This design comes from an exercise in tuning for small area on the open sky130 flow, not from production work. In this exercise RTL edits were held to simulation tests only and were not proved equivalent to the original. Power is estimated from default activity; no workload was simulated.

<file path="flow/flow/run.sh">
#!/bin/bash
# Standard layout, with one netlist step added after synthesis: invpush4.py
# removes inverters around full-adder cells (a full adder is self-dual, and a
# nand2 of two signals is a nor2 of their complements), which
# leaves the logic and every register unchanged. Ports are buffered with buf_1.
set -euo pipefail
W=$(pwd)
R=$W/orfs/results/$FLOW_PLATFORM/Arr4x4/base
bash standard.sh synth > $W/synth.log 2>&1
python3 $W/flow/invpush4.py $R/1_2_yosys.v $R/1_2_yosys_invpush.v > $W/invpush.log 2>&1
cp $R/1_2_yosys.v $W/1_2_yosys_standard.v
mv $R/1_2_yosys_invpush.v $R/1_2_yosys.v
rm -f $R/1_synth.odb $R/1_synth.sdc
bash standard.sh "BUFFER_PORTS_ARGS=-buffer_cell sky130_fd_sc_hd__buf_1" REMOVE_ABC_BUFFERS=1 finish > $W/layout.log 2>&1
</file>
<file path="flow/config.mk">
export PLATFORM = sky130hd
export DESIGN_NAME = Arr4x4
export DESIGN_NICKNAME = Arr4x4
export VERILOG_FILES = /design/flow/design.v
export SDC_FILE = /design/flow/constraint.sdc
export NUM_CORES = 4
export LEC_CHECK = 0
export ABC_AREA = 1
export CAP_MARGIN = 5
export CORE_MARGIN = 2
export CORE_UTILIZATION = 60
export CTS_BUF_LIST = sky130_fd_sc_hd__clkbuf_16
export CTS_CLUSTER_DIAMETER = 100
export CTS_CLUSTER_SIZE = 25
export GPL_TIMING_DRIVEN = 0
export SLEW_MARGIN = 5
</file>
<file path="flow/flow/invpush4.py">
#!/usr/bin/env python3
"""Remove inverters around full-adder cells in a flat Yosys netlist.

A full adder is self-dual: FA(~a, ~b, ~c) = (~sum, ~cout). Synthesis leaves
inverters on many full-adder inputs and outputs. This pass flips the polarity
of full adders (the inversion moves from inputs to outputs or back) whenever
that lowers the cell area: an inverter that is no longer needed is removed, a
single-load driver gate is swapped for its complement (xor2/xnor2, nand2/and2,
nor2/or2) instead of adding an inverter, and an xor2/xnor2 load takes the
inversion by swapping type, and a single-load nand2/nor2 whose input
complements already exist is swapped for nor2/nand2 of the complements. The
logic function does not change; registers are not touched.

usage: invpush4.py IN.v OUT.v
"""
import random
import re
import sys
from collections import defaultdict

P = "sky130_fd_sc_hd__"
OUT_PINS = {"X", "Y", "Q", "Q_N", "SUM", "COUT", "HI", "LO"}
INV_RE = re.compile(P + r"(inv|clkinv)_\d+$")
FA_RE = re.compile(P + r"fa_\d+$")
AREA = {"inv_1": 3.7536, "xor2_1": 8.7584, "xnor2_1": 8.7584, "nand2_1": 3.7536,
        "and2_1": 6.256, "and2_0": 6.256, "nor2_1": 3.7536, "or2_1": 6.256, "or2_0": 6.256}
# complement cell (same inputs, inverted output) and output pin names
COMP = {"xor2_1": ("xnor2_1", "X", "Y"), "xnor2_1": ("xor2_1", "Y", "X"),
        "nand2_1": ("and2_1", "Y", "X"), "and2_1": ("nand2_1", "X", "Y"),
        "and2_0": ("nand2_1", "X", "Y"),
        "nor2_1": ("or2_1", "Y", "X"), "or2_1": ("nor2_1", "X", "Y"), "or2_0": ("nor2_1", "X", "Y")}
# cells where inverting one input equals taking the complement cell
INPUT_COMP = {"xor2_1", "xnor2_1"}
INV_A = AREA["inv_1"]

src = open(sys.argv[1]).read()
src = re.sub(r"^\s*\(\*.*?\*\)\s*\n", "", src, flags=re.M)
m = re.search(r"^module\s+(\S+)\s*\(", src, re.M)
mod_start = m.start()
end = src.index("endmodule", mod_start)
body = src[mod_start:end]

cell_re = re.compile(r"^  (" + P + r"\w+)\s+(\S+)\s*\((.*?)\);\n", re.M | re.S)
pin_re = re.compile(r"\.(\w+)\(([^()]*)\)")
cells = {}
order = []
spans = []
for cm in cell_re.finditer(body):
    typ, name, pins = cm.group(1), cm.group(2), cm.group(3)
    cells[name] = [typ, {p: n.strip() for p, n in pin_re.findall(pins)}]
    order.append(name)
    spans.append((cm.start(), cm.end()))
rest = body
for s, e in reversed(spans):
    rest = rest[:s] + rest[e:]
fixed = set()
for am in re.finditer(r"assign\s+(.*?);", rest, re.S):
    for tok in re.findall(r"\\\S+(?:\s*\[\d+\])?|[A-Za-z_][\w$]*(?:\s*\[\d+\])?", am.group(1)):
        fixed.add(tok.strip())
for pm in re.finditer(r"^\s*(input|output|inout)\s+(?:\[(\d+):(\d+)\]\s+)?(\S+)\s*;", rest, re.M):
    nm = pm.group(4)
    if pm.group(2) is not None:
        a, b = int(pm.group(2)), int(pm.group(3))
        for i in range(min(a, b), max(a, b) + 1):
            fixed.add(f"{nm} [{i}]")
            fixed.add(f"{nm}[{i}]")
    else:
        fixed.add(nm)

drv = {}
loads = defaultdict(set)
for name, (typ, pd) in cells.items():
    for p, n in pd.items():
        if p in OUT_PINS:
            drv[n] = (name, p)
        else:
            loads[n].add((name, p))

cnt = [0]
new_wires = []


def fresh():
    cnt[0] += 1
    w = f"_ip_{cnt[0]}_"
    new_wires.append(w)
    return w


def short(c):
    return cells[c][0][len(P):]


def is_inv(c):
    return c in cells and INV_RE.match(cells[c][0])


def outnet(c):
    for p, n in cells[c][1].items():
        if p in OUT_PINS:
            return n


def inv_of(net):
    for (c, p) in loads.get(net, ()):
        if is_inv(c) and outnet(c) not in fixed:
            return c
    return None


def connect(c, p, net):
    old = cells[c][1][p]
    loads[old].discard((c, p))
    cells[c][1][p] = net
    loads[net].add((c, p))


def remove(c):
    for p, n in cells[c][1].items():
        if p in OUT_PINS:
            drv.pop(n, None)
        else:
            loads[n].discard((c, p))
    del cells[c]


def add_inv(a, y=None):
    cnt[0] += 1
    name = f"_ip_inv_{cnt[0]}_"
    if y is None:
        y = fresh()
    cells[name] = [P + "inv_1", {"A": a, "Y": y}]
    loads[a].add((name, "A"))
    drv[y] = (name, "Y")
    order.append(name)
    return name, y


def swap_type(c):
    """replace c by its complement cell, keeping its output net name"""
    typ, pd = cells[c]
    new, op, np_ = COMP[short(c)]
    n = pd.pop(op)
    pd[np_] = n
    cells[c][0] = P + new
    drv[n] = (c, np_)


DEMORGAN = {"nand2_1": "nor2_1", "nor2_1": "nand2_1"}


def comp_net(i):
    """a net that carries ~i without new cells, or None"""
    if i in fixed:
        j = inv_of(i)
        return outnet(j) if j else None
    d = drv.get(i)
    if d and is_inv(d[0]):
        return cells[d[0]][1]["A"]
    j = inv_of(i)
    return outnet(j) if j else None


def demorgan_ok(c):
    if short(c) not in DEMORGAN:
        return False
    pd = cells[c][1]
    return comp_net(pd["A"]) is not None and comp_net(pd["B"]) is not None


def demorgan_gain(c):
    """area freed by inverters that lose their last load when c swaps inputs"""
    pd = cells[c][1]
    g = 0.0
    for p in ("A", "B"):
        i = pd[p]
        d = drv.get(i)
        if d and is_inv(d[0]) and len(loads[i]) == 1 and i not in fixed:
            g += INV_A
    return g


def demorgan(c):
    pd = cells[c][1]
    na, nb = comp_net(pd["A"]), comp_net(pd["B"])
    olds = [pd["A"], pd["B"]]
    connect(c, "A", na)
    connect(c, "B", nb)
    cells[c][0] = P + DEMORGAN[short(c)]
    for i in olds:
        d = drv.get(i)
        if d and is_inv(d[0]) and not loads[i] and i not in fixed:
            remove(d[0])


def in_cost(n):
    """area change to make ~n available for one load that now takes n"""
    if n in fixed:
        return INV_A
    d = drv.get(n)
    if d and is_inv(d[0]):
        return -INV_A if len(loads[n]) == 1 else 0.0
    if d and len(loads[n]) == 1 and demorgan_ok(d[0]):
        return -demorgan_gain(d[0])
    if d and short(d[0]) in COMP and len(loads[n]) == 1:
        new = COMP[short(d[0])][0]
        return AREA[new] - AREA[short(d[0])]
    if inv_of(n) is not None:
        return 0.0
    return INV_A


def out_cost(o):
    """area change when the net o (driven by a flipped FA) changes polarity"""
    g = 0.0
    other = o in fixed
    for (c, q) in loads[o]:
        if is_inv(c) and outnet(c) not in fixed:
            g -= INV_A
        elif short(c) in INPUT_COMP:
            g += 0.0
        else:
            other = True
    if other:
        g += INV_A
    return g


def gain(f):
    pd = cells[f][1]
    ins = [pd["A"], pd["B"], pd["CIN"]]
    cost = 0.0
    seen = defaultdict(int)
    for n in ins:
        seen[n] += 1
    for n, k in seen.items():
        d = drv.get(n)
        if d and is_inv(d[0]) and n not in fixed:
            cost += -INV_A if len(loads[n]) == k else 0.0
        elif k == 1:
            cost += in_cost(n)
        else:
            cost += INV_A if inv_of(n) is None else 0.0
    cost += out_cost(pd["SUM"]) + out_cost(pd["COUT"])
    return -cost


def flip(f):
    pd = cells[f][1]
    for p in ("A", "B", "CIN"):
        n = pd[p]
        d = drv.get(n)
        if d and is_inv(d[0]) and n not in fixed:
            i = d[0]
            connect(f, p, cells[i][1]["A"])
            if not loads[n]:
                remove(i)
        elif d and len(loads[n]) == 1 and n not in fixed and demorgan_ok(d[0]):
            demorgan(d[0])
        elif d and short(d[0]) in COMP and len(loads[n]) == 1 and n not in fixed \
                and AREA[COMP[short(d[0])][0]] - AREA[short(d[0])] < INV_A and inv_of(n) is None:
            swap_type(d[0])
        else:
            j = inv_of(n)
            if j is None:
                j, _ = add_inv(n)
            connect(f, p, outnet(j))
    for p in ("SUM", "COUT"):
        o = pd[p]
        no = fresh()
        drv.pop(o, None)
        pd[p] = no
        drv[no] = (f, p)
        keep = o in fixed
        for (c, q) in list(loads[o]):
            if is_inv(c) and outnet(c) not in fixed:
                y = outnet(c)
                for (c2, q2) in list(loads[y]):
                    connect(c2, q2, no)
                remove(c)
            elif short(c) in INPUT_COMP:
                connect(c, q, no)
                swap_type(c)
            else:
                keep = True
        if keep:
            add_inv(no, o)


def area():
    return sum(AREA.get(short(c), 0.0) for c in cells)


def ninv():
    return sum(1 for c in cells if is_inv(c))


before = (ninv(), area())
rng = random.Random(1)
fas = [c for c in cells if FA_RE.match(cells[c][0])]
for it in range(200):
    changed = 0
    for f in fas:
        if f in cells and gain(f) > 1e-6:
            flip(f)
            changed += 1
    if not changed:
        break


def snapshot():
    return ({k: [v[0], dict(v[1])] for k, v in cells.items()}, list(order), list(new_wires))


def restore(s):
    cells.clear()
    cells.update({k: [v[0], dict(v[1])] for k, v in s[0].items()})
    order[:] = s[1]
    new_wires[:] = s[2]
    drv.clear()
    loads.clear()
    for name, (typ, pd) in cells.items():
        for p, n in pd.items():
            if p in OUT_PINS:
                drv[n] = (name, p)
            else:
                loads[n].add((name, p))


def fa_neighbours(f):
    """full adders joined to f by a net, directly or through one inverter"""
    out = set()
    pd = cells[f][1]
    for p in ("A", "B", "CIN"):
        n = pd[p]
        d = drv.get(n)
        if d and is_inv(d[0]):
            d = drv.get(cells[d[0]][1]["A"])
        if d and FA_RE.match(cells[d[0]][0]):
            out.add(d[0])
    for p in ("SUM", "COUT"):
        for (c, q) in loads[pd[p]]:
            if is_inv(c):
                for (c2, q2) in loads[outnet(c)]:
                    if FA_RE.match(cells[c2][0]):
                        out.add(c2)
            elif FA_RE.match(cells[c][0]):
                out.add(c)
    out.discard(f)
    return out


# neighbourhood moves: flip a full adder even at a loss, then flip its
# neighbours greedily; keep the result only if the total area went down
for rnd in range(3):
    improved = 0
    for f in fas:
        if f not in cells:
            continue
        a0 = area()
        s = snapshot()
        flip(f)
        for g in sorted(fa_neighbours(f)):
            if g in cells and gain(g) > 1e-6:
                flip(g)
        for g in fas:
            pass
        if area() < a0 - 1e-6:
            improved += 1
        else:
            restore(s)
    if not improved:
        break
    for f in fas:
        if f in cells and gain(f) > 1e-6:
            flip(f)

for c in list(cells):
    if c in cells and is_inv(c) and not loads[outnet(c)] and outnet(c) not in fixed:
        remove(c)
after = (ninv(), area())
sys.stderr.write(f"invpush4: inverters {before[0]} -> {after[0]}, "
                 f"area of touched cell kinds {before[1]:.1f} -> {after[1]:.1f}\n")

decl = "".join(f"  wire {w};\n" for w in new_wires)
inst = []
for name in order:
    if name not in cells:
        continue
    typ, pd = cells[name]
    pins = ",\n".join(f"    .{p}({n}{' ' if n.startswith(chr(92)) else ''})" for p, n in pd.items())
    inst.append(f"  {typ} {name} (\n{pins}\n  );\n")
hdr_end = rest.index(";") + 1
out_body = rest[:hdr_end] + "\n" + decl + rest[hdr_end:]
out_body = out_body.rstrip() + "\n" + "".join(inst)
open(sys.argv[2], "w").write(src[:mod_start] + out_body + src[end:])
</file>
<file path="flow/design.v">
module REG8_hold(clk,rst_n,in,out,s);
parameter N=8;
input clk,s,rst_n;
input [N-1:0] in;
output [N-1:0] out;
reg [N-1:0] out;
always @ (posedge clk or negedge rst_n)
begin
    if (!rst_n) out <= {N{1'b0}};
    else if (!s) out <= in;
end
endmodule
module REG24_hold(clk,rst_n,in,out);
parameter N=24;
input clk,rst_n;
input [N-1:0] in;
output [N-1:0] out;
reg [N-1:0] out;
always @ (posedge clk or negedge rst_n)
begin
    if (!rst_n) out <= {N{1'b0}};
    else out <= in;
end
endmodule
module FA(a, b, c, s, co);
input a, b, c;
output s, co;
assign s = a ^ b ^ c;
assign co = (a & b) | (a & c) | (b & c);
endmodule
module HA(a, b, s, co);
input a, b;
output s, co;
assign s = a ^ b;
assign co = a & b;
endmodule
module PE_c2(Err_mac, Err_mult, w, a, w1, a1, mac1, mult1, c_out, k_out);
input Err_mac, Err_mult;
input [7:0] w, a;
output [16:0] c_out;
output [0:0] k_out;
wire [7:0] x = {a[7] & ~Err_mult, a[6:0]};
wire [7:0] y = {w[7:2] & {6{~(Err_mac | Err_mult)}}, w[1] & ~Err_mac, ~Err_mac & (Err_mult ? ~w[1] : w[0])};
input [7:0] w1, a1;
input mac1, mult1;
wire [7:0] x1 = {a1[7] & ~mult1, a1[6:0]};
wire [7:0] y1 = {w1[7:2] & {6{~(mac1 | mult1)}}, w1[1] & ~mac1, ~mac1 & (mult1 ? ~w1[1] : w1[0])};
wire n1, n2, n3, n4, n5, n6, n7, n8, n9, n10, n11, n12, n13, n14, n15, n16, n17, n18, n19, n20, n21, n22, n23, n24, n25, n26, n27, n28, n29, n30, n31, n32, n33, n34, n35, n36, n37, n38, n39, n40, n41, n42, n43, n44, n45, n46, n47, n48, n49, n50, n51, n52, n53, n54, n55, n56, n57, n58, n59, n60, n61, n62, n63, n64, n65, n66, n67, n68, n69, n70, n71, n72, n73, n74, n75, n76, n77, n78, n79, n80, n81, n82, n83, n84, n85, n86, n87, n88, n89, n90, n91, n92, n93, n94, n95, n96, n97, n98, n99, n100, n101, n102, n103, n104, n105, n106, n107, n108, n109, n110, n111, n112, n113, n114, n115, n116, n117, n118, n119, n120, n121, n122, n123, n124, n125, n126, n127, n128, n129, n130, n131, n132, n133, n134, n135, n136, n137, n138, n139, n140, n141, n142, n143, n144, n145, n146, n147, n148, n149, n150, n151, n152, n153, n154, n155, n156, n157, n158, n159, n160, n161, n162, n163, n164, n165, n166, n167, n168, n169, n170, n171, n172, n173, n174, n175, n176, n177, n178, n179, n180, n181, n182, n183, n184, n185, n186, n187, n188, n189, n190, n191, n192, n193, n194, n195, n196, n197, n198, n199, n200, n201, n202, n203, n204, n205, n206, n207, n208, n209, n210, n211, n212, n213, n214, n215, n216, n217, n218, n219, n220, n221, n222, n223, n224, n225, n226, n227, n228, n229, n230, n231, n232, n233, n234, n235, n236, n237, n238, n239, n240, n241, n242, n243, n244, n245, n246, n247, n248, n249, n250, n251, n252, n253, n254, n255, n256, n257, n258, n259, n260, n261, n262, n263, n264, n265, n266, n267, n268, n269, n270, n271, n272, n273, n274, n275, n276, n277, n278, n279, n280, n281, n282, n283, n284, n285, n286, n287, n288, n289, n290, n291, n292, n293, n294, n295, n296, n297, n298, n299, n300, n301, n302, n303, n304, n305, n306, n307, n308, n309, n310, n311, n312, n313, n314, n315, n316, n317, n318, n319, n320, n321, n322, n323, n324, n325, n326, n327, n328, n329, n330, n331, n332, n333, n334, n335, n336, n337, n338, n339, n340, n341, n342, n343, n344, n345, n346, n347, n348, n349, n350, n351, n352, n353, n354, n355, n356, n357, n358, n359, n360, n361, n362, n363, n364, n365, n366, n367, n368, n369;
assign n1 = x[0] & y[0];
assign n2 = x[0] & y[1];
assign n3 = x[0] & y[2];
assign n4 = x[0] & y[3];
assign n5 = x[0] & y[4];
assign n6 = x[0] & y[5];
assign n7 = x[0] & y[6];
assign n8 = ~(x[0] & y[7]);
assign n9 = x[1] & y[0];
assign n10 = x[1] & y[1];
assign n11 = x[1] & y[2];
assign n12 = x[1] & y[3];
assign n13 = x[1] & y[4];
assign n14 = x[1] & y[5];
assign n15 = x[1] & y[6];
assign n16 = ~(x[1] & y[7]);
assign n17 = x[2] & y[0];
assign n18 = x[2] & y[1];
assign n19 = x[2] & y[2];
assign n20 = x[2] & y[3];
assign n21 = x[2] & y[4];
assign n22 = x[2] & y[5];
assign n23 = x[2] & y[6];
assign n24 = ~(x[2] & y[7]);
assign n25 = x[3] & y[0];
assign n26 = x[3] & y[1];
assign n27 = x[3] & y[2];
assign n28 = x[3] & y[3];
assign n29 = x[3] & y[4];
assign n30 = x[3] & y[5];
assign n31 = x[3] & y[6];
assign n32 = ~(x[3] & y[7]);
assign n33 = x[4] & y[0];
assign n34 = x[4] & y[1];
assign n35 = x[4] & y[2];
assign n36 = x[4] & y[3];
assign n37 = x[4] & y[4];
assign n38 = x[4] & y[5];
assign n39 = x[4] & y[6];
assign n40 = ~(x[4] & y[7]);
assign n41 = x[5] & y[0];
assign n42 = x[5] & y[1];
assign n43 = x[5] & y[2];
assign n44 = x[5] & y[3];
assign n45 = x[5] & y[4];
assign n46 = x[5] & y[5];
assign n47 = x[5] & y[6];
assign n48 = ~(x[5] & y[7]);
assign n49 = x[6] & y[0];
assign n50 = x[6] & y[1];
assign n51 = x[6] & y[2];
assign n52 = x[6] & y[3];
assign n53 = x[6] & y[4];
assign n54 = x[6] & y[5];
assign n55 = x[6] & y[6];
assign n56 = ~(x[6] & y[7]);
assign n57 = ~(x[7] & y[0]);
assign n58 = ~(x[7] & y[1]);
assign n59 = ~(x[7] & y[2]);
assign n60 = ~(x[7] & y[3]);
assign n61 = ~(x[7] & y[4]);
assign n62 = ~(x[7] & y[5]);
assign n63 = ~(x[7] & y[6]);
assign n64 = x[7] & y[7];
assign n65 = x1[0] & y1[0];
assign n66 = x1[0] & y1[1];
assign n67 = x1[0] & y1[2];
assign n68 = x1[0] & y1[3];
assign n69 = x1[0] & y1[4];
assign n70 = x1[0] & y1[5];
assign n71 = x1[0] & y1[6];
assign n72 = ~(x1[0] & y1[7]);
assign n73 = x1[1] & y1[0];
assign n74 = x1[1] & y1[1];
assign n75 = x1[1] & y1[2];
assign n76 = x1[1] & y1[3];
assign n77 = x1[1] & y1[4];
assign n78 = x1[1] & y1[5];
assign n79 = x1[1] & y1[6];
assign n80 = ~(x1[1] & y1[7]);
assign n81 = x1[2] & y1[0];
assign n82 = x1[2] & y1[1];
assign n83 = x1[2] & y1[2];
assign n84 = x1[2] & y1[3];
assign n85 = x1[2] & y1[4];
assign n86 = x1[2] & y1[5];
assign n87 = x1[2] & y1[6];
assign n88 = ~(x1[2] & y1[7]);
assign n89 = x1[3] & y1[0];
assign n90 = x1[3] & y1[1];
assign n91 = x1[3] & y1[2];
assign n92 = x1[3] & y1[3];
assign n93 = x1[3] & y1[4];
assign n94 = x1[3] & y1[5];
assign n95 = x1[3] & y1[6];
assign n96 = ~(x1[3] & y1[7]);
assign n97 = x1[4] & y1[0];
assign n98 = x1[4] & y1[1];
assign n99 = x1[4] & y1[2];
assign n100 = x1[4] & y1[3];
assign n101 = x1[4] & y1[4];
assign n102 = x1[4] & y1[5];
assign n103 = x1[4] & y1[6];
assign n104 = ~(x1[4] & y1[7]);
assign n105 = x1[5] & y1[0];
assign n106 = x1[5] & y1[1];
assign n107 = x1[5] & y1[2];
assign n108 = x1[5] & y1[3];
assign n109 = x1[5] & y1[4];
assign n110 = x1[5] & y1[5];
assign n111 = x1[5] & y1[6];
assign n112 = ~(x1[5] & y1[7]);
assign n113 = x1[6] & y1[0];
assign n114 = x1[6] & y1[1];
assign n115 = x1[6] & y1[2];
assign n116 = x1[6] & y1[3];
assign n117 = x1[6] & y1[4];
assign n118 = x1[6] & y1[5];
assign n119 = x1[6] & y1[6];
assign n120 = ~(x1[6] & y1[7]);
assign n121 = ~(x1[7] & y1[0]);
assign n122 = ~(x1[7] & y1[1]);
assign n123 = ~(x1[7] & y1[2]);
assign n124 = ~(x1[7] & y1[3]);
assign n125 = ~(x1[7] & y1[4]);
assign n126 = ~(x1[7] & y1[5]);
assign n127 = ~(x1[7] & y1[6]);
assign n128 = x1[7] & y1[7];
FA u_n129 (n2, n9, n66, n129, n130);
FA u_n131 (n3, n10, n17, n131, n132);
FA u_n133 (n67, n74, n81, n133, n134);
FA u_n135 (n4, n11, n18, n135, n136);
FA u_n137 (n25, n68, n75, n137, n138);
FA u_n139 (n5, n12, n19, n139, n140);
FA u_n141 (n26, n33, n69, n141, n142);
FA u_n143 (n76, n83, n90, n143, n144);
FA u_n145 (n6, n13, n20, n145, n146);
FA u_n147 (n27, n34, n41, n147, n148);
FA u_n149 (n70, n77, n84, n149, n150);
FA u_n151 (n91, n98, n105, n151, n152);
FA u_n153 (n7, n14, n21, n153, n154);
FA u_n155 (n28, n35, n42, n155, n156);
FA u_n157 (n49, n71, n78, n157, n158);
FA u_n159 (n85, n92, n99, n159, n160);
FA u_n161 (n8, n15, n22, n161, n162);
FA u_n163 (n29, n36, n43, n163, n164);
FA u_n165 (n50, n57, n72, n165, n166);
FA u_n167 (n79, n86, n93, n167, n168);
FA u_n169 (n100, n107, n114, n169, n170);
FA u_n171 (n16, n23, n30, n171, n172);
FA u_n173 (n37, n44, n51, n173, n174);
FA u_n175 (n58, n80, n87, n175, n176);
FA u_n177 (n94, n101, n108, n177, n178);
FA u_n179 (n24, n31, n38, n179, n180);
FA u_n181 (n45, n52, n59, n181, n182);
FA u_n183 (n88, n95, n102, n183, n184);
FA u_n185 (n109, n116, n123, n185, n186);
FA u_n187 (n32, n39, n46, n187, n188);
FA u_n189 (n53, n60, n96, n189, n190);
FA u_n191 (n103, n110, n117, n191, n192);
FA u_n193 (n40, n47, n54, n193, n194);
FA u_n195 (n61, n104, n111, n195, n196);
FA u_n197 (n48, n55, n62, n197, n198);
FA u_n199 (n112, n119, n126, n199, n200);
FA u_n201 (n56, n63, n120, n201, n202);
FA u_n203 (n130, n131, n133, n203, n204);
FA u_n205 (n132, n134, n135, n205, n206);
FA u_n207 (n137, n82, n89, n207, n208);
FA u_n209 (n136, n138, n139, n209, n210);
FA u_n211 (n141, n143, n97, n211, n212);
FA u_n213 (n140, n142, n144, n213, n214);
FA u_n215 (n145, n147, n149, n215, n216);
FA u_n217 (n146, n148, n150, n217, n218);
FA u_n219 (n152, n153, n155, n219, n220);
FA u_n221 (n157, n159, n106, n221, n222);
FA u_n223 (n154, n156, n158, n223, n224);
FA u_n225 (n160, n161, n163, n225, n226);
FA u_n227 (n165, n167, n169, n227, n228);
FA u_n229 (n162, n164, n166, n229, n230);
FA u_n231 (n168, n170, n171, n231, n232);
FA u_n233 (n173, n175, n177, n233, n234);
FA u_n235 (n172, n174, n176, n235, n236);
FA u_n237 (n178, n179, n181, n237, n238);
FA u_n239 (n183, n185, 1'b1, n239, n240);
FA u_n241 (n180, n182, n184, n241, n242);
FA u_n243 (n186, n187, n189, n243, n244);
FA u_n245 (n188, n190, n192, n245, n246);
FA u_n247 (n193, n195, n118, n247, n248);
FA u_n249 (n194, n196, n197, n249, n250);
FA u_n251 (n198, n200, n201, n251, n252);
FA u_n253 (n202, n64, n128, n253, n254);
FA u_n255 (n204, n205, n207, n255, n256);
FA u_n257 (n206, n208, n209, n257, n258);
FA u_n259 (n210, n212, n213, n259, n260);
FA u_n261 (n214, n216, n217, n261, n262);
FA u_n263 (n219, n221, n113, n263, n264);
FA u_n265 (n218, n220, n222, n265, n266);
FA u_n267 (n223, n225, n227, n267, n268);
FA u_n269 (n224, n226, n228, n269, n270);
FA u_n271 (n229, n231, n233, n271, n272);
FA u_n273 (n230, n232, n234, n273, n274);
FA u_n275 (n235, n237, n239, n275, n276);
FA u_n277 (n236, n238, n240, n277, n278);
FA u_n279 (n241, n243, n191, n279, n280);
FA u_n281 (n242, n244, n245, n281, n282);
FA u_n283 (n246, n248, n249, n283, n284);
FA u_n285 (n250, n251, n127, n285, n286);
FA u_n287 (n256, n257, n211, n287, n288);
FA u_n289 (n258, n259, n215, n289, n290);
FA u_n291 (n260, n261, n263, n291, n292);
FA u_n293 (n262, n264, n265, n293, n294);
FA u_n295 (n266, n268, n269, n295, n296);
FA u_n297 (n271, n115, n122, n297, n298);
FA u_n299 (n270, n272, n273, n299, n300);
FA u_n301 (n274, n276, n277, n301, n302);
FA u_n303 (n278, n280, n281, n303, n304);
FA u_n305 (n282, n283, n199, n305, n306);
FA u_n307 (n286, n252, n253, n307, n308);
FA u_n309 (n288, n289, n151, n309, n310);
FA u_n311 (n292, n293, n267, n311, n312);
FA u_n313 (n294, n295, n297, n313, n314);
FA u_n315 (n296, n298, n299, n315, n316);
FA u_n317 (n300, n301, n279, n317, n318);
FA u_n319 (n302, n303, n247, n319, n320);
FA u_n321 (n306, n284, n285, n321, n322);
FA u_n323 (n310, n290, n291, n323, n324);
FA u_n325 (n314, n315, n275, n325, n326);
FA u_n327 (n316, n317, n124, n327, n328);
FA u_n329 (n318, n319, n125, n329, n330);
FA u_n331 (n320, n304, n305, n331, n332);
FA u_n333 (n324, n311, n121, n333, n334);
FA u_n335 (n334, n312, n313, n335, n336);
HA u_n337 (n1, n65, n337, n338);
FA u_n339 (n129, n73, n338, n339, n340);
HA u_n341 (n203, n340, n341, n342);
HA u_n343 (n255, n342, n343, n344);
HA u_n345 (n287, n344, n345, n346);
HA u_n347 (n309, n346, n347, n348);
HA u_n349 (n323, n348, n349, n350);
HA u_n351 (n333, n350, n351, n352);
HA u_n353 (n335, n352, n353, n354);
FA u_n355 (n336, n325, n354, n355, n356);
FA u_n357 (n326, n327, n356, n357, n358);
HA u_n359 (n328, n329, n359, n360);
FA u_n361 (n330, n331, n360, n361, n362);
FA u_n363 (n332, n321, n362, n363, n364);
FA u_n365 (n322, n307, n364, n365, n366);
FA u_n367 (n308, n254, n366, n367, n368);
assign n369 = 1'b1 ^ n368;
assign c_out = {n369, n367, n365, n363, n361, n359, n357, n355, n353, n351, n349, n347, n345, n343, n341, n339, n337};
assign k_out = {n358};
endmodule
module PE_c3(Err_mac, Err_mult, w, a, c_in, k_in, c_out, k_out);
input Err_mac, Err_mult;
input [7:0] w, a;
input [16:0] c_in;
input [0:0] k_in;
output [16:0] c_out;
output [0:0] k_out;
wire [7:0] x = {a[7] & ~Err_mult, a[6:0]};
wire [7:0] y = {w[7:2] & {6{~(Err_mac | Err_mult)}}, w[1] & ~Err_mac, ~Err_mac & (Err_mult ? ~w[1] : w[0])};
wire n1, n2, n3, n4, n5, n6, n7, n8, n9, n10, n11, n12, n13, n14, n15, n16, n17, n18, n19, n20, n21, n22, n23, n24, n25, n26, n27, n28, n29, n30, n31, n32, n33, n34, n35, n36, n37, n38, n39, n40, n41, n42, n43, n44, n45, n46, n47, n48, n49, n50, n51, n52, n53, n54, n55, n56, n57, n58, n59, n60, n61, n62, n63, n64, n65, n66, n67, n68, n69, n70, n71, n72, n73, n74, n75, n76, n77, n78, n79, n80, n81, n82, n83, n84, n85, n86, n87, n88, n89, n90, n91, n92, n93, n94, n95, n96, n97, n98, n99, n100, n101, n102, n103, n104, n105, n106, n107, n108, n109, n110, n111, n112, n113, n114, n115, n116, n117, n118, n119, n120, n121, n122, n123, n124, n125, n126, n127, n128, n129, n130, n131, n132, n133, n134, n135, n136, n137, n138, n139, n140, n141, n142, n143, n144, n145, n146, n147, n148, n149, n150, n151, n152, n153, n154, n155, n156, n157, n158, n159, n160, n161, n162, n163, n164, n165, n166, n167, n168, n169, n170, n171, n172, n173, n174, n175, n176, n177, n178, n179, n180, n181, n182, n183, n184, n185, n186, n187, n188, n189, n190, n191, n192, n193, n194, n195, n196, n197, n198, n199, n200, n201, n202, n203, n204, n205, n206, n207, n208, n209, n210, n211, n212;
assign n1 = x[0] & y[0];
assign n2 = x[0] & y[1];
assign n3 = x[0] & y[2];
assign n4 = x[0] & y[3];
assign n5 = x[0] & y[4];
assign n6 = x[0] & y[5];
assign n7 = x[0] & y[6];
assign n8 = ~(x[0] & y[7]);
assign n9 = x[1] & y[0];
assign n10 = x[1] & y[1];
assign n11 = x[1] & y[2];
assign n12 = x[1] & y[3];
assign n13 = x[1] & y[4];
assign n14 = x[1] & y[5];
assign n15 = x[1] & y[6];
assign n16 = ~(x[1] & y[7]);
assign n17 = x[2] & y[0];
assign n18 = x[2] & y[1];
assign n19 = x[2] & y[2];
assign n20 = x[2] & y[3];
assign n21 = x[2] & y[4];
assign n22 = x[2] & y[5];
assign n23 = x[2] & y[6];
assign n24 = ~(x[2] & y[7]);
assign n25 = x[3] & y[0];
assign n26 = x[3] & y[1];
assign n27 = x[3] & y[2];
assign n28 = x[3] & y[3];
assign n29 = x[3] & y[4];
assign n30 = x[3] & y[5];
assign n31 = x[3] & y[6];
assign n32 = ~(x[3] & y[7]);
assign n33 = x[4] & y[0];
assign n34 = x[4] & y[1];
assign n35 = x[4] & y[2];
assign n36 = x[4] & y[3];
assign n37 = x[4] & y[4];
assign n38 = x[4] & y[5];
assign n39 = x[4] & y[6];
assign n40 = ~(x[4] & y[7]);
assign n41 = x[5] & y[0];
assign n42 = x[5] & y[1];
assign n43 = x[5] & y[2];
assign n44 = x[5] & y[3];
assign n45 = x[5] & y[4];
assign n46 = x[5] & y[5];
assign n47 = x[5] & y[6];
assign n48 = ~(x[5] & y[7]);
assign n49 = x[6] & y[0];
assign n50 = x[6] & y[1];
assign n51 = x[6] & y[2];
assign n52 = x[6] & y[3];
assign n53 = x[6] & y[4];
assign n54 = x[6] & y[5];
assign n55 = x[6] & y[6];
assign n56 = ~(x[6] & y[7]);
assign n57 = ~(x[7] & y[0]);
assign n58 = ~(x[7] & y[1]);
assign n59 = ~(x[7] & y[2]);
assign n60 = ~(x[7] & y[3]);
assign n61 = ~(x[7] & y[4]);
assign n62 = ~(x[7] & y[5]);
assign n63 = ~(x[7] & y[6]);
assign n64 = x[7] & y[7];
assign n65 = ~c_in[16];
FA u_n66 (n2, n9, c_in[1], n66, n67);
FA u_n68 (n3, n10, n17, n68, n69);
FA u_n70 (n4, n11, n18, n70, n71);
FA u_n72 (n5, n12, n19, n72, n73);
FA u_n74 (n26, n33, c_in[4], n74, n75);
FA u_n76 (n6, n13, n20, n76, n77);
FA u_n78 (n27, n34, n41, n78, n79);
FA u_n80 (n7, n14, n21, n80, n81);
FA u_n82 (n28, n35, n42, n82, n83);
FA u_n84 (n8, n15, n22, n84, n85);
FA u_n86 (n29, n36, n43, n86, n87);
FA u_n88 (n50, n57, c_in[7], n88, n89);
FA u_n90 (n16, n23, n30, n90, n91);
FA u_n92 (n37, n44, n51, n92, n93);
FA u_n94 (n58, c_in[8], 1'b1, n94, n95);
FA u_n96 (n24, n31, n38, n96, n97);
FA u_n98 (n45, n52, n59, n98, n99);
FA u_n100 (n32, n39, n46, n100, n101);
FA u_n102 (n53, n60, c_in[10], n102, n103);
FA u_n104 (n40, n47, n54, n104, n105);
FA u_n106 (n61, c_in[11], k_in[0], n106, n107);
FA u_n108 (n48, n55, n62, n108, n109);
FA u_n110 (n56, n63, c_in[13], n110, n111);
FA u_n112 (n67, n68, c_in[2], n112, n113);
FA u_n114 (n69, n70, n25, n114, n115);
FA u_n116 (n71, n72, n74, n116, n117);
FA u_n118 (n73, n75, n76, n118, n119);
FA u_n120 (n77, n79, n80, n120, n121);
FA u_n122 (n82, n49, c_in[6], n122, n123);
FA u_n124 (n81, n83, n84, n124, n125);
FA u_n126 (n85, n87, n89, n126, n127);
FA u_n128 (n90, n92, n94, n128, n129);
FA u_n130 (n91, n93, n95, n130, n131);
FA u_n132 (n96, n98, c_in[9], n132, n133);
FA u_n134 (n97, n99, n100, n134, n135);
FA u_n136 (n101, n103, n104, n136, n137);
FA u_n138 (n105, n107, n108, n138, n139);
FA u_n140 (n111, n64, c_in[14], n140, n141);
FA u_n142 (n113, n114, c_in[3], n142, n143);
FA u_n144 (n117, n118, n78, n144, n145);
FA u_n146 (n119, n120, n122, n146, n147);
FA u_n148 (n121, n123, n124, n148, n149);
FA u_n150 (n125, n126, n128, n150, n151);
FA u_n152 (n127, n129, n130, n152, n153);
FA u_n154 (n131, n133, n134, n154, n155);
FA u_n156 (n135, n136, n106, n156, n157);
FA u_n158 (n137, n138, c_in[12], n158, n159);
FA u_n160 (n139, n109, n110, n160, n161);
FA u_n162 (n141, c_in[15], 1'b1, n162, n163);
FA u_n164 (n143, n115, n116, n164, n165);
FA u_n166 (n147, n148, n86, n166, n167);
FA u_n168 (n151, n152, n132, n168, n169);
FA u_n170 (n153, n154, n102, n170, n171);
FA u_n172 (n165, n144, c_in[5], n172, n173);
FA u_n174 (n167, n149, n150, n174, n175);
FA u_n176 (n171, n155, n156, n176, n177);
FA u_n178 (n173, n145, n146, n178, n179);
FA u_n180 (n177, n157, n158, n180, n181);
FA u_n182 (n179, n166, n88, n182, n183);
FA u_n184 (n181, n159, n160, n184, n185);
FA u_n186 (n185, n161, n140, n186, n187);
HA u_n188 (n1, c_in[0], n188, n189);
HA u_n190 (n66, n189, n190, n191);
HA u_n192 (n112, n191, n192, n193);
HA u_n194 (n142, n193, n194, n195);
HA u_n196 (n164, n195, n196, n197);
HA u_n198 (n172, n197, n198, n199);
HA u_n200 (n178, n199, n200, n201);
HA u_n202 (n182, n201, n202, n203);
FA u_n204 (n183, n174, n203, n204, n205);
FA u_n206 (n175, n168, n205, n206, n207);
FA u_n208 (n169, n170, n207, n208, n209);
HA u_n210 (n187, n162, n210, n211);
assign n212 = n163 ^ n65 ^ n211;
assign c_out = {n212, n210, n186, n184, n180, n176, n208, n206, n204, n202, n200, n198, n196, n194, n192, n190, n188};
assign k_out = {n209};
endmodule
module PE_c4(Err_mac, Err_mult, w, a, c_in, k_in, c_out, k_out);
input Err_mac, Err_mult;
input [7:0] w, a;
input [16:0] c_in;
input [0:0] k_in;
output [17:0] c_out;
output [0:0] k_out;
wire [7:0] x = {a[7] & ~Err_mult, a[6:0]};
wire [7:0] y = {w[7:2] & {6{~(Err_mac | Err_mult)}}, w[1] & ~Err_mac, ~Err_mac & (Err_mult ? ~w[1] : w[0])};
wire n1, n2, n3, n4, n5, n6, n7, n8, n9, n10, n11, n12, n13, n14, n15, n16, n17, n18, n19, n20, n21, n22, n23, n24, n25, n26, n27, n28, n29, n30, n31, n32, n33, n34, n35, n36, n37, n38, n39, n40, n41, n42, n43, n44, n45, n46, n47, n48, n49, n50, n51, n52, n53, n54, n55, n56, n57, n58, n59, n60, n61, n62, n63, n64, n65, n66, n67, n68, n69, n70, n71, n72, n73, n74, n75, n76, n77, n78, n79, n80, n81, n82, n83, n84, n85, n86, n87, n88, n89, n90, n91, n92, n93, n94, n95, n96, n97, n98, n99, n100, n101, n102, n103, n104, n105, n106, n107, n108, n109, n110, n111, n112, n113, n114, n115, n116, n117, n118, n119, n120, n121, n122, n123, n124, n125, n126, n127, n128, n129, n130, n131, n132, n133, n134, n135, n136, n137, n138, n139, n140, n141, n142, n143, n144, n145, n146, n147, n148, n149, n150, n151, n152, n153, n154, n155, n156, n157, n158, n159, n160, n161, n162, n163, n164, n165, n166, n167, n168, n169, n170, n171, n172, n173, n174, n175, n176, n177, n178, n179, n180, n181, n182, n183, n184, n185, n186, n187, n188, n189, n190, n191, n192, n193, n194, n195, n196, n197, n198, n199, n200, n201, n202, n203, n204, n205, n206, n207, n208, n209, n210, n211, n212, n213, n214;
assign n1 = x[0] & y[0];
assign n2 = x[0] & y[1];
assign n3 = x[0] & y[2];
assign n4 = x[0] & y[3];
assign n5 = x[0] & y[4];
assign n6 = x[0] & y[5];
assign n7 = x[0] & y[6];
assign n8 = ~(x[0] & y[7]);
assign n9 = x[1] & y[0];
assign n10 = x[1] & y[1];
assign n11 = x[1] & y[2];
assign n12 = x[1] & y[3];
assign n13 = x[1] & y[4];
assign n14 = x[1] & y[5];
assign n15 = x[1] & y[6];
assign n16 = ~(x[1] & y[7]);
assign n17 = x[2] & y[0];
assign n18 = x[2] & y[1];
assign n19 = x[2] & y[2];
assign n20 = x[2] & y[3];
assign n21 = x[2] & y[4];
assign n22 = x[2] & y[5];
assign n23 = x[2] & y[6];
assign n24 = ~(x[2] & y[7]);
assign n25 = x[3] & y[0];
assign n26 = x[3] & y[1];
assign n27 = x[3] & y[2];
assign n28 = x[3] & y[3];
assign n29 = x[3] & y[4];
assign n30 = x[3] & y[5];
assign n31 = x[3] & y[6];
assign n32 = ~(x[3] & y[7]);
assign n33 = x[4] & y[0];
assign n34 = x[4] & y[1];
assign n35 = x[4] & y[2];
assign n36 = x[4] & y[3];
assign n37 = x[4] & y[4];
assign n38 = x[4] & y[5];
assign n39 = x[4] & y[6];
assign n40 = ~(x[4] & y[7]);
assign n41 = x[5] & y[0];
assign n42 = x[5] & y[1];
assign n43 = x[5] & y[2];
assign n44 = x[5] & y[3];
assign n45 = x[5] & y[4];
assign n46 = x[5] & y[5];
assign n47 = x[5] & y[6];
assign n48 = ~(x[5] & y[7]);
assign n49 = x[6] & y[0];
assign n50 = x[6] & y[1];
assign n51 = x[6] & y[2];
assign n52 = x[6] & y[3];
assign n53 = x[6] & y[4];
assign n54 = x[6] & y[5];
assign n55 = x[6] & y[6];
assign n56 = ~(x[6] & y[7]);
assign n57 = ~(x[7] & y[0]);
assign n58 = ~(x[7] & y[1]);
assign n59 = ~(x[7] & y[2]);
assign n60 = ~(x[7] & y[3]);
assign n61 = ~(x[7] & y[4]);
assign n62 = ~(x[7] & y[5]);
assign n63 = ~(x[7] & y[6]);
assign n64 = x[7] & y[7];
assign n65 = ~c_in[16];
FA u_n66 (n2, n9, c_in[1], n66, n67);
FA u_n68 (n3, n10, n17, n68, n69);
FA u_n70 (n4, n11, n18, n70, n71);
FA u_n72 (n5, n12, n19, n72, n73);
FA u_n74 (n26, n33, c_in[4], n74, n75);
FA u_n76 (n6, n13, n20, n76, n77);
FA u_n78 (n27, n34, n41, n78, n79);
FA u_n80 (n7, n14, n21, n80, n81);
FA u_n82 (n28, n35, n42, n82, n83);
FA u_n84 (n8, n15, n22, n84, n85);
FA u_n86 (n29, n36, n43, n86, n87);
FA u_n88 (n50, n57, c_in[7], n88, n89);
FA u_n90 (n16, n23, n30, n90, n91);
FA u_n92 (n37, n44, n51, n92, n93);
FA u_n94 (n58, c_in[8], 1'b1, n94, n95);
FA u_n96 (n24, n31, n38, n96, n97);
FA u_n98 (n45, n52, n59, n98, n99);
FA u_n100 (n32, n39, n46, n100, n101);
FA u_n102 (n53, n60, c_in[10], n102, n103);
FA u_n104 (n40, n47, n54, n104, n105);
FA u_n106 (n61, c_in[11], k_in[0], n106, n107);
FA u_n108 (n48, n55, n62, n108, n109);
FA u_n110 (n56, n63, c_in[13], n110, n111);
FA u_n112 (n67, n68, c_in[2], n112, n113);
FA u_n114 (n69, n70, n25, n114, n115);
FA u_n116 (n71, n72, n74, n116, n117);
FA u_n118 (n73, n75, n76, n118, n119);
FA u_n120 (n77, n79, n80, n120, n121);
FA u_n122 (n82, n49, c_in[6], n122, n123);
FA u_n124 (n81, n83, n84, n124, n125);
FA u_n126 (n85, n87, n89, n126, n127);
FA u_n128 (n90, n92, n94, n128, n129);
FA u_n130 (n91, n93, n95, n130, n131);
FA u_n132 (n96, n98, c_in[9], n132, n133);
FA u_n134 (n97, n99, n100, n134, n135);
FA u_n136 (n101, n103, n104, n136, n137);
FA u_n138 (n105, n107, n108, n138, n139);
FA u_n140 (n111, n64, c_in[14], n140, n141);
FA u_n142 (n113, n114, c_in[3], n142, n143);
FA u_n144 (n117, n118, n78, n144, n145);
FA u_n146 (n119, n120, n122, n146, n147);
FA u_n148 (n121, n123, n124, n148, n149);
FA u_n150 (n125, n126, n128, n150, n151);
FA u_n152 (n127, n129, n130, n152, n153);
FA u_n154 (n131, n133, n134, n154, n155);
FA u_n156 (n135, n136, n106, n156, n157);
FA u_n158 (n137, n138, c_in[12], n158, n159);
FA u_n160 (n139, n109, n110, n160, n161);
FA u_n162 (n141, c_in[15], 1'b1, n162, n163);
FA u_n164 (n143, n115, n116, n164, n165);
FA u_n166 (n147, n148, n86, n166, n167);
FA u_n168 (n151, n152, n132, n168, n169);
FA u_n170 (n153, n154, n102, n170, n171);
FA u_n172 (n165, n144, c_in[5], n172, n173);
FA u_n174 (n167, n149, n150, n174, n175);
FA u_n176 (n171, n155, n156, n176, n177);
FA u_n178 (n173, n145, n146, n178, n179);
FA u_n180 (n177, n157, n158, n180, n181);
FA u_n182 (n179, n166, n88, n182, n183);
FA u_n184 (n181, n159, n160, n184, n185);
FA u_n186 (n185, n161, n140, n186, n187);
HA u_n188 (n1, c_in[0], n188, n189);
HA u_n190 (n66, n189, n190, n191);
HA u_n192 (n112, n191, n192, n193);
HA u_n194 (n142, n193, n194, n195);
HA u_n196 (n164, n195, n196, n197);
HA u_n198 (n172, n197, n198, n199);
HA u_n200 (n178, n199, n200, n201);
HA u_n202 (n182, n201, n202, n203);
FA u_n204 (n183, n174, n203, n204, n205);
FA u_n206 (n175, n168, n205, n206, n207);
FA u_n208 (n169, n170, n207, n208, n209);
HA u_n210 (n187, n162, n210, n211);
FA u_n212 (n163, n65, n211, n212, n213);
assign n214 = 1'b1 ^ n213;
assign c_out = {n214, n212, n210, n186, n184, n180, n176, n208, n206, n204, n202, n200, n198, n196, n194, n192, n190, n188};
assign k_out = {n209};
endmodule
module CSUM_out(s, k, c);
input [17:0] s;
input [0:0] k;
output [23:0] c;
wire n1, n2, n3, n4, n5, n6, n7, n8, n9, n10, n11, n12, n13;
HA u_n1 (s[11], k[0], n1, n2);
HA u_n3 (s[12], n2, n3, n4);
HA u_n5 (s[13], n4, n5, n6);
HA u_n7 (s[14], n6, n7, n8);
HA u_n9 (s[15], n8, n9, n10);
HA u_n11 (s[16], n10, n11, n12);
assign n13 = s[17] ^ n12;
wire [17:0] r = {n13, n11, n9, n7, n5, n3, n1, s[10], s[9], s[8], s[7], s[6], s[5], s[4], s[3], s[2], s[1], s[0]};
assign c = {{6{r[17]}}, r};
endmodule
module PEreg_c1(Err_mac, Err_mult, w_in, a_in, w_out, a_out, mac_d, mult_d, clk, rst_n, hold);
input [7:0] w_in, a_in;
input Err_mac, Err_mult, clk, rst_n, hold;
output [7:0] w_out, a_out;
output mac_d, mult_d;
REG8_hold regW(clk, rst_n, w_in, w_out, hold);
REG8_hold regA(clk, rst_n, a_in, a_out, 1'b0);
REG24_hold #(2) regE(clk, rst_n, {Err_mac, Err_mult}, {mac_d, mult_d});
endmodule
module PEreg_c2(Err_mac, Err_mult, w_in, a_in, a1, mac1, mult1, hold_d, w_out, a_out, c_out, k_out, clk, rst_n, hold);
input [7:0] w_in, a_in;
input Err_mac, Err_mult, clk, rst_n, hold;
output [7:0] w_out, a_out;
output [16:0] c_out;
output [0:0] k_out;
wire [16:0] p_sum;
wire [0:0] p_k;
input [7:0] a1;
input mac1, mult1, hold_d;
wire [7:0] w1 = hold_d ? w_in : w_out;
PE_c2 PE_no_reg(Err_mac, Err_mult, w_out, a_out, w1, a1, mac1, mult1, p_sum, p_k);
REG8_hold regW(clk, rst_n, w_in, w_out, hold);
REG8_hold regA(clk, rst_n, a_in, a_out, 1'b0);
REG24_hold #(17) regC(clk, rst_n, p_sum, c_out);
REG24_hold #(1) regK(clk, rst_n, p_k, k_out);
endmodule
module PEreg_c3(Err_mac, Err_mult, w_in, a_in, c_in, k_in, w_out, a_out, c_out, k_out, clk, rst_n, hold);
input [7:0] w_in, a_in;
input [16:0] c_in;
input [0:0] k_in;
input Err_mac, Err_mult, clk, rst_n, hold;
output [7:0] w_out, a_out;
output [16:0] c_out;
output [0:0] k_out;
wire [16:0] p_sum;
wire [0:0] p_k;
PE_c3 PE_no_reg(Err_mac, Err_mult, w_out, a_out, c_in, k_in, p_sum, p_k);
REG8_hold regW(clk, rst_n, w_in, w_out, hold);
REG8_hold regA(clk, rst_n, a_in, a_out, 1'b0);
REG24_hold #(17) regC(clk, rst_n, p_sum, c_out);
REG24_hold #(1) regK(clk, rst_n, p_k, k_out);
endmodule
module PEreg_c4(Err_mac, Err_mult, w_in, a_in, c_in, k_in, w_out, a_out, c_out, k_out, clk, rst_n, hold);
input [7:0] w_in, a_in;
input [16:0] c_in;
input [0:0] k_in;
input Err_mac, Err_mult, clk, rst_n, hold;
output [7:0] w_out, a_out;
output [17:0] c_out;
output [0:0] k_out;
wire [17:0] p_sum;
wire [0:0] p_k;
PE_c4 PE_no_reg(Err_mac, Err_mult, w_out, a_out, c_in, k_in, p_sum, p_k);
REG8_hold regW(clk, rst_n, w_in, w_out, hold);
REG8_hold regA(clk, rst_n, a_in, a_out, 1'b0);
REG24_hold #(18) regC(clk, rst_n, p_sum, c_out);
REG24_hold #(1) regK(clk, rst_n, p_k, k_out);
endmodule
module Arr4x4(Err_mac, Err_mult,
             w1_in, w2_in, w3_in, w4_in,
             a1_in, a2_in, a3_in, a4_in,
             w1_out, w2_out, w3_out, w4_out,
             a1_out, a2_out, a3_out, a4_out,
             c1_out, c2_out, c3_out, c4_out,
             clk, rst_n, hold);
input [7:0] w1_in, w2_in, w3_in, w4_in;
input [7:0] a1_in, a2_in, a3_in, a4_in;
input clk, rst_n, hold;
input [15:0] Err_mac, Err_mult;
output [7:0] w1_out, w2_out, w3_out, w4_out;
output [7:0] a1_out, a2_out, a3_out, a4_out;
output [23:0] c1_out, c2_out, c3_out, c4_out;
wire [7:0] w11, a11;
wire [15:0] c11;
wire [0:0] k11;
wire [7:0] w12, a12;
wire [16:0] c12;
wire [0:0] k12;
wire [7:0] w13, a13;
wire [16:0] c13;
wire [0:0] k13;
wire [7:0] w14, a14;
wire [17:0] c14;
wire [0:0] k14;
wire [7:0] w21, a21;
wire [15:0] c21;
wire [0:0] k21;
wire [7:0] w22, a22;
wire [16:0] c22;
wire [0:0] k22;
wire [7:0] w23, a23;
wire [16:0] c23;
wire [0:0] k23;
wire [7:0] w24, a24;
wire [17:0] c24;
wire [0:0] k24;
wire [7:0] w31, a31;
wire [15:0] c31;
wire [0:0] k31;
wire [7:0] w32, a32;
wire [16:0] c32;
wire [0:0] k32;
wire [7:0] w33, a33;
wire [16:0] c33;
wire [0:0] k33;
wire [7:0] w34, a34;
wire [17:0] c34;
wire [0:0] k34;
wire [7:0] w41, a41;
wire [15:0] c41;
wire [0:0] k41;
wire [7:0] w42, a42;
wire [16:0] c42;
wire [0:0] k42;
wire [7:0] w43, a43;
wire [16:0] c43;
wire [0:0] k43;
wire [7:0] w44, a44;
wire [17:0] c44;
wire [0:0] k44;
wire hold_d;
wire [7:0] a51;
REG24_hold #(1) regH(clk, rst_n, hold, hold_d);
REG8_hold regA5(clk, rst_n, a41, a51, 1'b0);
wire mac11, mult11;
wire mac21, mult21;
wire mac31, mult31;
wire mac41, mult41;
PEreg_c1 PE11(Err_mac[0], Err_mult[0], w1_in, a1_in, w11, a11, mac11, mult11, clk, rst_n, hold);
PEreg_c1 PE21(Err_mac[1], Err_mult[1], w2_in, a11, w21, a21, mac21, mult21, clk, rst_n, hold);
PEreg_c1 PE31(Err_mac[2], Err_mult[2], w3_in, a21, w31, a31, mac31, mult31, clk, rst_n, hold);
PEreg_c1 PE41(Err_mac[3], Err_mult[3], w4_in, a31, w41, a41, mac41, mult41, clk, rst_n, hold);
PEreg_c2 PE12(Err_mac[4], Err_mult[4], w11, a2_in, a21, mac11, mult11, hold_d, w12, a12, c12, k12, clk, rst_n, hold);
PEreg_c2 PE22(Err_mac[5], Err_mult[5], w21, a12, a31, mac21, mult21, hold_d, w22, a22, c22, k22, clk, rst_n, hold);
PEreg_c2 PE32(Err_mac[6], Err_mult[6], w31, a22, a41, mac31, mult31, hold_d, w32, a32, c32, k32, clk, rst_n, hold);
PEreg_c2 PE42(Err_mac[7], Err_mult[7], w41, a32, a51, mac41, mult41, hold_d, w42, a42, c42, k42, clk, rst_n, hold);
PEreg_c3 PE13(Err_mac[8], Err_mult[8], w12, a3_in, c12, k12, w13, a13, c13, k13, clk, rst_n, hold);
PEreg_c3 PE23(Err_mac[9], Err_mult[9], w22, a13, c22, k22, w23, a23, c23, k23, clk, rst_n, hold);
PEreg_c3 PE33(Err_mac[10], Err_mult[10], w32, a23, c32, k32, w33, a33, c33, k33, clk, rst_n, hold);
PEreg_c3 PE43(Err_mac[11], Err_mult[11], w42, a33, c42, k42, w43, a43, c43, k43, clk, rst_n, hold);
PEreg_c4 PE14(Err_mac[12], Err_mult[12], w13, a4_in, c13, k13, w14, a14, c14, k14, clk, rst_n, hold);
PEreg_c4 PE24(Err_mac[13], Err_mult[13], w23, a14, c23, k23, w24, a24, c24, k24, clk, rst_n, hold);
PEreg_c4 PE34(Err_mac[14], Err_mult[14], w33, a24, c33, k33, w34, a34, c34, k34, clk, rst_n, hold);
PEreg_c4 PE44(Err_mac[15], Err_mult[15], w43, a34, c43, k43, w44, a44, c44, k44, clk, rst_n, hold);
CSUM_out out1(c14, k14, c1_out);
assign w1_out = w14;
assign a1_out = a41;
CSUM_out out2(c24, k24, c2_out);
assign w2_out = w24;
assign a2_out = a42;
CSUM_out out3(c34, k34, c3_out);
assign w3_out = w34;
assign a3_out = a43;
CSUM_out out4(c44, k44, c4_out);
assign w4_out = w44;
assign a4_out = a44;
endmodule
</file>
<file path="flow/constraint.sdc">
create_clock -name core_clock -period 7.5 [get_ports {clk}]
set_input_delay 1.5000 -clock core_clock [delete_from_list [all_inputs] [get_ports {clk}]]
set_output_delay 1.5000 -clock core_clock [all_outputs]
set_load 0.01 [all_outputs]
</file>
<file path="flow/standard.sh">
#!/bin/bash
# synth_recipe.tcl (not shown) runs the flow's synth.tcl, then flattens the netlist and writes it again
# the make line also repeats each setting of config.mk as NAME=value (left out here)
make -C /OpenROAD-flow-scripts/flow DESIGN_CONFIG=/design/flow/config.mk WORK_HOME=/design/flow/orfs CLKGATE_MAP_FILE= SYNTH_SCRIPT=/design/flow/synth_recipe.tcl "${@:-finish}"
</file>
==> results of run 1 <==
## flip-flops by register name (all words and copies together), names as in the netlist, 18 cells and up
register,count
PE24.regC.out,18
PE44.regC.out,18
PE34.regC.out,18
PE14.regC.out,18
## per-stage QoR
stage	hold slack (ns)	setup WS, ns
4_1_cts	0.358	0.217
5_1_grt	0.371	0.215
6_report	0.355	0.432
3_3_place_gp	0.334	-18.94
2_1_floorplan	0.331	0.535
3_5_place_dp	0.335	-0.465
## power by group through the flow
stage	combinational, uW	sequential [uW]	clock [uW]
after floorplan	5420	3980	0
final	7770	4040	1970
after CTS	8150	4060	2020
after global routing	9230	4110	2120
after global placement	7750	4110	0
after detailed placement	8110	4110	0
## placed cells by master (no fill, tap or decap), drive strengths merged
| master | count |
|---|---|
| fa | 940 |
| nor2 | 736 |
| nand2 | 547 |
| inv | 517 |
| dfrtp | 493 |
| buf | 275 |
| ha | 152 |
| o21ai | 83 |
| a21oi | 79 |
| or2 | 57 |
| nand3 | 34 |
| clkbuf | 31 |
| mux2 | 12 |
| and2 | 8 |
| clkinv | 5 |
| xnor2 | 4 |
| xor2 | 4 |
| bufinv | 4 |
| o211ai | 2 |
| clkinvlp | 1 |
## worst max-delay path, stage by stage
cell and delay, ns:
buf_1 0.12, nor2_1 0.53, nand2_1 0.40, nor2_1 0.24
fa_1 0.45, fa_1 0.43, fa_1 0.58, fa_1 0.44
fa_1 0.43, fa_1 0.46, fa_1 0.46, fa_1 0.49
ha_1 0.22, fa_1 0.37, fa_1 0.44
## path summary, 6_finish.rpt
check | from | endpoint | slack [ns] | depth (start not counted)
max | Err_mult[5] | PE22.regC.out[10] | 0.43 | 15
min | PE11.regA.out[2] | PE21.regA.out[2] | 0.35 | 0
max reg2reg | regH.out | PE42.regC.out[10] | 0.62 | 15
min reg2reg | PE11.regA.out[2] | PE21.regA.out[2] | 0.35 | 0
max in group asynchronous | rst_n | regA5.out[5] | 5.01 | 5
min in group asynchronous | rst_n | PE34.regC.out[4] | 0.95 | 1
## cell type report
cell class	count	area [um^2]
Clock inverter	23	323
Clock buffer	31	776
Timing Repair Buffer	275	1310
Sequential cell	493	12300
Fill cell	5622	25000
Tap cell	940	1180
Inverter	504	1900
Multi-Input combinational cell	2658	27400
## metal layers
| layer | part of all wire | GRT usage |
|---|---|---|
| met4 | 0.039 | 0.0951 |
| met2 | 0.52 | 0.514 |
| met1 | 0.38 | 0.397 |
| met3 | 0.052 | 0.0336 |
| met5 | 0.00033 | 0 |
## what timing repair did
action / 4_1_cts / 5_1_grt
buffers inserted: 0 / 0
endpoints found under the setup margin: 0 / 1
resized for setup: 0 / 1
==> impl_metrics.ini, run 1 <==
[global_route]
grt_pass1_vias = 30300
grt.overflow.total = 0
gr-usage-all-layers = 0.296
grt_antenna_before_repair = 3
grt_pass1_wl_um = 166000
grt_max_degree = 59

[place]
dp_hpwl_um = 87000
portBuffers = 258
place_area_mm2 = 0.0441
placed_cells = 4870
place.gp.congestion = 0.951

[setup_path]
crit_fanout = 8
end_kind = flop
setup.worst_path.class = input port to flop
start_kind = input port
required_ns = 8.01
cp_data_arrival_time_ns = 7.58

[sta]
setup_viol = 0
layout_min_cycle_time_ns = 7.07
fin_crit_sh = 0.942
setup_tns_ns = 0
timing.slew.headroom = 0.467
hold_viol_final = 0
drv_slew = 0
fmax_ghz = 0.141
rsz0062_at_grt = false
tightestPinTransition_ns = 0.799
finalClockSkew_ns = 0.0272

[clock_tree]
clk_latency_ns = 0.65
postCtsHoldBufs = 0
ctsHtreeMaxLevel = 1
cts_inserted_buffers = 30
clockRootBuffer = clkbuf_16
clockBufferDepth = 3
clk_pin_slew_ns = 0.10
cts_tree = done
cts.sinks = 493

[finish]
fin_util = 0.644
drive_gt1_frac = 0.0364
syn_to_final_growth_pct = 6.28
nets = 5153
layout.cells.non_filler = 4924
fin_area_mm2 = 0.0452
antenna_cells = 0

[detailed_routing]
route.detailed.drc = 0
drtPass1Iterations = 6
via_per_inst = 5.43
wirelength_um = 102000
vias = 26700
wl_per_cell_um = 20.7
drt_iter0_markers = 2091
ant_nets = 0

[synthesis]
postSynthAreaPerCell_um2 = 11.2
syn_inst = 3784
yosysWarnings = 5
syn_area_mm2 = 0.0425

[pwr]
ir_worst_vdd_uv = 330
power_uw = 13800
pwr_density_cell_mw_per_mm2 = 305
power.share.combinational = 0.564
power_switching_uw = 5780
clock_power_share = 0.143
seqPwrFrac = 0.293
leakage_uw = 0.0213
swShare = 0.420
internal-power_uw = 8000

[run]
max_cap_violations = 0

[hold_path]
min_path_type = flop to flop

[die]
dieArea_mm2 = 0.0730
rows = 97
die_w_um = 270
io_pins = 259
core_mm2 = 0.0701
die_h_um = 270
start_util = 0.606

[outcome]
run_status = finished clean
==> run 2, diff against run 1 <==
--- a/flow/config.mk
+++ b/flow/config.mk
@@ -12,5 +12,4 @@
 export CTS_BUF_LIST = sky130_fd_sc_hd__clkbuf_16
 export CTS_CLUSTER_DIAMETER = 100
 export CTS_CLUSTER_SIZE = 25
-export GPL_TIMING_DRIVEN = 0
 export SLEW_MARGIN = 5
==> run 2 against run 1 <==
Still clean. Setup slack better by 0.42 ns. Sequential cell count stayed put. Non-clock buffer count is 8 higher. Area after synthesis stayed put. Hold slack better by 0.0014 ns. Critical endpoint is now PE43.regC.out[10]. Largest cell class unchanged.
==> impl_metrics.ini, run 2 <==
[outcome]
run_status = finished clean

[clock_tree]
ctsHtreeMaxLevel = 1
cts_inserted_buffers = 30
clockBufferDepth = 3
cts_tree = done
clk_latency_ns = 0.65
clockRootBuffer = clkbuf_16
ctsResizeCount = 0
postCtsHoldBufs = 0
clk_pin_slew_ns = 0.10
cts_setup_buffers = 0
cts.sinks = 493

[pwr]
power.share.combinational = 0.571
ir_worst_vdd_uv = 394
seqPwrFrac = 0.295
clock_power_share = 0.135
swShare = 0.426
internal-power_uw = 7880
pwr_density_cell_mw_per_mm2 = 305
leakage_uw = 0.0212
power_switching_uw = 5860

[place]
dp_hpwl_um = 87900
preCtsSetupSlack_ns = 0.180
place.gp.congestion = 0.970
place_area_mm2 = 0.0440
portBuffers = 258

[detailed_routing]
vias = 26800
drtPass1Iterations = 6
wl_per_cell_um = 21.1
ant_nets = 0
wirelength_um = 104000
via_per_inst = 5.44
drt_iter0_markers = 2280
route.detailed.drc = 0

[setup_path]
rr_worst_depth = 14
end_kind = flop
max_stage_delay_ns = 0.51
crit_fanout = 7
cp_common_cell = fa_1
slowest_stage = fa_1
r2r-start = regH.out
setup.worst_path.class = input port to flop
cp_data_arrival_time_ns = 7.15
start_kind = input port
rrSetupSlack_ns = 1.00
required_ns = 8.00
path_cells = buf_1 -> nor2_1 -> nand2_1 -> nor2_1 -> fa_1 -> fa_1 -> fa_1 -> fa_1 -> fa_1 -> fa_1 -> fa_1 -> ha_1 -> fa_1 -> fa_1 -> fa_1
cpLargestDelayFamily = adder cells
worst-path-buf-inv = 1
reg2reg_to = PE42.regC.out[10]

[finish]
drive_gt1_frac = 0.0373
nFillCells = 5756
nets = 5161
final_common_cell = fa_1
syn_to_final_growth_pct = 5.88
layout_common_cells = fa_1 (940), nor2_1 (734), nand2_1 (537)
fin_util = 0.642
fin_area_mm2 = 0.0450

[synthesis]
syn_area_mm2 = 0.0425
syn_inst = 3784
yosysWarnings = 5
postSynthAreaPerCell_um2 = 11.2

[global_route]
grt_pass1_vias = 30700
gr-usage-all-layers = 0.304
grt_antenna_before_repair = 2
grt_pass1_wl_um = 169000
grt_max_degree = 157
grt.overflow.total = 0

[die]
die_h_um = 270
dieArea_mm2 = 0.0730
rows = 97
io_pins = 259
core_mm2 = 0.0701
start_util = 0.606
die_w_um = 270

[hold_path]
holdPathStages = 0
min_path_type = flop to flop
hp-start = PE11.regA.out[1]
min_to = PE21.regA.out[1]

[sta]
setup_tns_ns = 0
fmax_ghz = 0.151
layout_min_cycle_time_ns = 6.64
timing.slew.headroom = 0.410
setup_viol = 0
drv_slew = 0
hold_viol_final = 0
fin_crit_sh = 0.886
tightestPinTransition_ns = 0.885
finalWorstSetupSlack_ns = 0.856
rsz0062_at_grt = false
finalClockSkew_ns = 0.0274

[run]
max_cap_violations = 0
run 2: power groups by stage:
stage | Combinational, uW | Sequential [uW] | Clock, uW
after CTS | 8170 | 4060 | 1920
after global routing | 9210 | 4110 | 2020
after global placement | 7750 | 4100 | 0
after floorplan | 5420 | 3980 | 0
final | 7840 | 4050 | 1850
after detailed placement | 8100 | 4110 | 0
run 2: metal layers:
metal / track usage / vias to the layer above / wire length (um)
li1: - / 11500 / -
met1: 0.400 / 14200 / 39700
met2: 0.526 / 902 / 54400
met3: 0.0396 / 213 / 5740
met4: 0.104 / 4 / 4320
met5: 0 / - / 16
run 2: how the worst max path moves through the flow:
| stage | start | end | slack [ns] | depth (start not counted) |
|---|---|---|---|---|
| detailed placement | Err_mac[11] | PE43.regC.out[10] | 0.18 | 15 |
| finish | Err_mac[11] | PE43.regC.out[10] | 0.86 | 15 |
| global route | Err_mult[11] | PE43.regC.out[10] | 0.59 | 15 |
| CTS | Err_mac[11] | PE43.regC.out[10] | 0.85 | 15 |
| floorplan | Err_mult[4] | PE12.regC.out[10] | 0.54 | 14 |
| global placement | Err_mult[12] | PE14.regC.out[10] | 0.26 | 15 |
run 2: layout make-up:
cell class / instances / area (um^2) / share of cell area
inverter: 504 / 1900 / 0.0423
timing repair buffer: 283 / 1210 / 0.0270
clock buffer: 30 / 751 / 0.0167
antenna: 1 / 2.50 / 0.0000556
sequential: 493 / 12300 / 0.274
multi-input combinational: 2658 / 27400 / 0.608
clock inverter: 23 / 275 / 0.00611
tap: 940 / 1180 / 0.0261
run 2: metrics by stage:
step	instances	total power (uW)	hold slack, ns
2_1_floorplan	3655	9400	0.331
3_3_place_gp	4878	11900	0.337
3_5_place_dp	4878	12200	0.335
4_1_cts	4931	14100	0.359
5_1_grt	4931	15300	0.365
6_report	4932	13700	0.356

what the ideal ports hide:
In the flow no input, the clock included, has a driving cell. The finished layouts below were timed again as built, in two steps.
Step 1 (the two cells are an assumption about what drives the block):
set clk [get_ports {clk}]
set_driving_cell -lib_cell sky130_fd_sc_hd__clkbuf_16 $clk
set_driving_cell -lib_cell sky130_fd_sc_hd__buf_2 [delete_from_list [all_inputs] $clk]
Step 2 moves the port delays by t, midway between the first and last clock arrival at a register: inputs arrive t later, outputs are due t later. That takes back most of the time a late clock gives input paths.
Slacks: ideal / step 1 / step 2; pairs: ideal / step 1.
run | shift t [ns] | setup slack, ns | hold WS [ns]
run 1 | 0.696 | 0.432 / 0.434 / -0.261 | 0.355 / 0.355 / 0.355
run 2 | 0.697 | 0.856 / 0.895 / 0.198 | 0.356 / 0.356 / 0.356
With both steps, setup timing fails in run 1, where it was met with ideal ports. For run 1, which loses most, drivers alone change the setup slack by +0.002 ns; drivers and shift together by -0.693 ns.
